Context: an optimization exercise on an open-source flow, tuned for small area. The choices shown serve that exercise and are no tape-out recipe.
The RTL was checked by simulation tests, not by an equivalence proof against the original design.
Power and IR drop assume default switching activity.

// VectorDivTop
module VectorDivTop(
  input         clock,
  input         reset,
  input  [31:0] io_instr_0,
  input  [31:0] io_instr_1,
  input  [31:0] io_instr_2,
  input  [31:0] io_instr_3,
  input  [31:0] io_instr_4,
  input  [31:0] io_instr_5,
  input  [2:0]  io_vlmul_0,
  input  [2:0]  io_vlmul_1,
  input  [2:0]  io_vlmul_2,
  input  [2:0]  io_vlmul_3,
  input  [2:0]  io_vlmul_4,
  input  [2:0]  io_vlmul_5,
  output        io_outCtrlSignals_0_vecWen,
  output [4:0]  io_outCtrlSignals_0_lsrc_0,
  output [4:0]  io_outCtrlSignals_0_lsrc_1,
  output [4:0]  io_outCtrlSignals_0_ldest,
  output [5:0]  io_outCtrlSignals_0_imm,
  output        io_valid_0,
  output        io_outCtrlSignals_1_vecWen,
  output [4:0]  io_outCtrlSignals_1_lsrc_0,
  output [4:0]  io_outCtrlSignals_1_lsrc_1,
  output [4:0]  io_outCtrlSignals_1_ldest,
  output [5:0]  io_outCtrlSignals_1_imm,
  output        io_valid_1,
  output        io_outCtrlSignals_2_vecWen,
  output [4:0]  io_outCtrlSignals_2_lsrc_0,
  output [4:0]  io_outCtrlSignals_2_lsrc_1,
  output [4:0]  io_outCtrlSignals_2_ldest,
  output [5:0]  io_outCtrlSignals_2_imm,
  output        io_valid_2,
  output        io_outCtrlSignals_3_vecWen,
  output [4:0]  io_outCtrlSignals_3_lsrc_0,
  output [4:0]  io_outCtrlSignals_3_lsrc_1,
  output [4:0]  io_outCtrlSignals_3_ldest,
  output [5:0]  io_outCtrlSignals_3_imm,
  output        io_valid_3,
  output        io_outCtrlSignals_4_vecWen,
  ...
For scale: roughly 660 cells after synthesis, about 5800 µm² of cells after synthesis.
Settings: LEC_CHECK=0, CAP_MARGIN=20, CORE_AREA=5 5 155 155, DIE_AREA=0 0 160 160, SLEW_MARGIN=20; clock period 6.0 ns.
standard.sh (not shown) runs the stock make flow with config.mk's settings and CLKGATE_MAP_FILE= SYNTH_SCRIPT=/design/flow/synth_recipe.tcl, a recipe that flattens the netlist after the stock synthesis.
==> flow/flow/run.sh <==
#!/bin/bash
# Standard layout with these changes:
#  - the combinational logic is mapped for area, module by module (hsynth.ys, with each ABC
#    script area*.abc; the smallest result is kept). A result is used only if it has the
#    standard synthesis's flip-flops (same names and cells) and equiv.ys proves it does what
#    the standard netlist does. Failing that, the standard netlist's logic is re-mapped as a
#    whole (reopt.ys) under the same checks, or kept as it is;
#  - the port buffers are plain buf_1 cells;
#  - clock tree synthesis adds no dummy loads.
set -euo pipefail
W=$(pwd)
R=$W/orfs/results/$FLOW_PLATFORM/VectorDivTop/base
YOSYS=$FLOW_HOME/../tools/install/yosys/bin/yosys
LIB=$FLOW_HOME/platforms/sky130hd/lib/sky130_fd_sc_hd__tt_025C_1v80.lib
export BUFFER_PORTS_ARGS="-buffer_cell sky130_fd_sc_hd__buf_1"
export CTS_ARGS="-sink_clustering_enable -repair_clock_nets -sink_clustering_size 30 -sink_clustering_max_diameter 100 -buf_list sky130_fd_sc_hd__clkbuf_8 -dont_use_dummy_load"

bash standard.sh synth > make_synth.log 2>&1
cp "$R/1_2_yosys.v" "$W/synth_standard.v"

sub() {  # sub TEMPLATE OUTSCRIPT NETLIST ABCSCRIPT
  sed -e "s#@LIB@#$LIB#g; s#@TOP@#$FLOW_TOP#g; s#@DESIGN@#$FLOW_DESIGN#g; s#@ABC@#$4#g; s#@IN@#$W/synth_standard.v#g; s#@GOLD@#$W/synth_standard.v#g; s#@OUT@#$3#g; s#@GATE@#$3#g" "$1" > "$2"
}
flops() { grep -E '^\s*sky130_fd_sc_hd__(dfxtp|dfxbp|edfxtp|dfrtp|dfrbp|dfstp|dfsbp|dfbbp|sdf|sedf|dl)\S* ' "$1" | awk '{print $1, $2}' | sort; }
flops synth_standard.v > flops_standard.txt
try() {  # try NAME TEMPLATE ABCSCRIPT: make synth_NAME.v and check it against the standard netlist
  sub "flow/$2" "$1.ys" "$W/synth_$1.v" "$3"
  sub flow/equiv.ys "equiv_$1.ys" "$W/synth_$1.v" "$3"
  "$YOSYS" -s "$1.ys" > "yosys_$1.log" 2>&1 || return 1
  flops "synth_$1.v" > "flops_$1.txt"
  cmp -s flops_standard.txt "flops_$1.txt" || return 1
  "$YOSYS" -s "equiv_$1.ys" > "yosys_equiv_$1.log" 2>&1 || return 1
}
area() { grep 'Chip area for' "yosys_$1.log" | tail -1 | awk '{print $NF}'; }

best=""
for s in area1 area2; do
  if try "hier_$s" hsynth.ys "$W/flow/$s.abc"; then
    a=$(area "hier_$s")
    echo "hier_$s: $a" >> netlist_status.txt
    if [[ -z "$best" ]] || awk -v x="$a" -v y="$(area "$best")" 'BEGIN { exit !(x < y) }'; then best="hier_$s"; fi
  else
    echo "hier_$s: refused" >> netlist_status.txt
  fi
done
if [[ -z "$best" ]] && try reopt reopt.ys "$W/flow/area1.abc"; then best=reopt; fi
if [[ -n "$best" ]]; then
  echo "used: $best" >> netlist_status.txt
  cp "$W/synth_$best.v" "$R/1_2_yosys.v"
else
  echo "used: standard netlist" >> netlist_status.txt
fi

bash standard.sh > make_finish.log 2>&1
Other scripts of this flow, unchanged in this note and not shown: flow/flow/area1.abc, flow/flow/area2.abc, flow/flow/equiv.ys, flow/flow/hsynth.ys, flow/flow/reopt.ys
Next try:
--- a/flow/flow/run.sh
+++ b/flow/flow/run.sh
@@ -16 +16 @@
-export CTS_ARGS="-sink_clustering_enable -repair_clock_nets -sink_clustering_size 30 -sink_clustering_max_diameter 100 -buf_list sky130_fd_sc_hd__clkbuf_8 -dont_use_dummy_load"
+export CTS_ARGS="-sink_clustering_enable -repair_clock_nets -sink_clustering_size 30 -sink_clustering_max_diameter 100 -buf_list sky130_fd_sc_hd__clkbuf_16 -dont_use_dummy_load"
CORE_AREA = 5 5 195 195   (was 5 5 155 155)
DIE_AREA = 0 0 200 200   (was 0 0 160 160)
Outcome: The changed run finished clean. Sequential power barely changes. Cell count is higher by 14%. Final area rose by 4.8%. Worst hold slack gets worse by 0.0069 ns. Routed wire length rises by 16%. Via count grows by 0.97%. Setup slack loses 0.075 ns. Die area is higher by 56%.
Next try:
--- a/flow/flow/run.sh
+++ b/flow/flow/run.sh
@@ -16 +16 @@
-export CTS_ARGS="-sink_clustering_enable -repair_clock_nets -sink_clustering_size 30 -sink_clustering_max_diameter 100 -buf_list sky130_fd_sc_hd__clkbuf_16 -dont_use_dummy_load"
+export CTS_ARGS="-sink_clustering_enable -repair_clock_nets -sink_clustering_size 30 -sink_clustering_max_diameter 100 -buf_list sky130_fd_sc_hd__clkbuf_8 -dont_use_dummy_load"
CORE_AREA = 5 5 145 145   (was 5 5 195 195)
DIE_AREA = 0 0 150 150   (was 0 0 200 200)
=>
- total power shrinks by 12%
- fmax is higher by 2.2%
- via count goes down by 0.94%
- area after synthesis does not change
- routed wire length falls by 17%
- hold slack improves by 0.011 ns
- sequential cell count does not change
- design area came out lower by 5.3%
- synthesized cell count stays the same
- first-iteration DRC count drops by 0.55%
- utilization goes up by 17 points
Next try:
CORE_AREA = 5 5 135 135   (was 5 5 145 145)
DIE_AREA = 0 0 140 140   (was 0 0 150 150)
After rerunning: The changed run completed without violations. Area after synthesis is unchanged. Power barely changes. Flip-flop and latch count stays the same. Routed wire length fell slightly. Via count went up slightly. Hold slack barely changes. Combinational power is about the same. First-iteration DRC count climbs by a few percent. Final cell count went down by a few percent. Worst setup slack gets worse by 0.052 ns. Cell area falls slightly.

## port drivers added, routing unchanged
How much do the figures lean on ideal ports? The routed layouts below were timed once more, with nothing changed but the port constraints.
Step 1: set_driving_cell puts a clkbuf_16 on clock and a buf_2 on each other input, an assumption about the parent block.
Step 2, shift: input delay + t, output delay - t, t = (earliest + latest rising clock arrival at the registers) / 2. This alone moves slack from input paths to output paths.
Three values: ideal ports, drivers, drivers and shift; two values: the first two.
| run | shift t [ns] | setup WS [ns] | worst setup path after step 2 | cell pins on the clock port's net |
|---|---|---|---|---|
| the first run | 0.409 | 1.155 / 1.165 / 0.756 | input to register | 1 |
| the second run | 0.400 | 1.079 / 1.097 / 0.697 | input to register | 1 |
| the third run | 0.410 | 1.187 / 1.205 / 0.795 | input to register | 1 |
| the fourth run | 0.401 | 1.135 / 1.146 / 0.745 | input to register | 1 |
After both steps setup and hold are still met in every run listed. For the first run, which loses most, drivers alone change the setup slack by +0.010 ns; drivers and shift together by -0.399 ns.
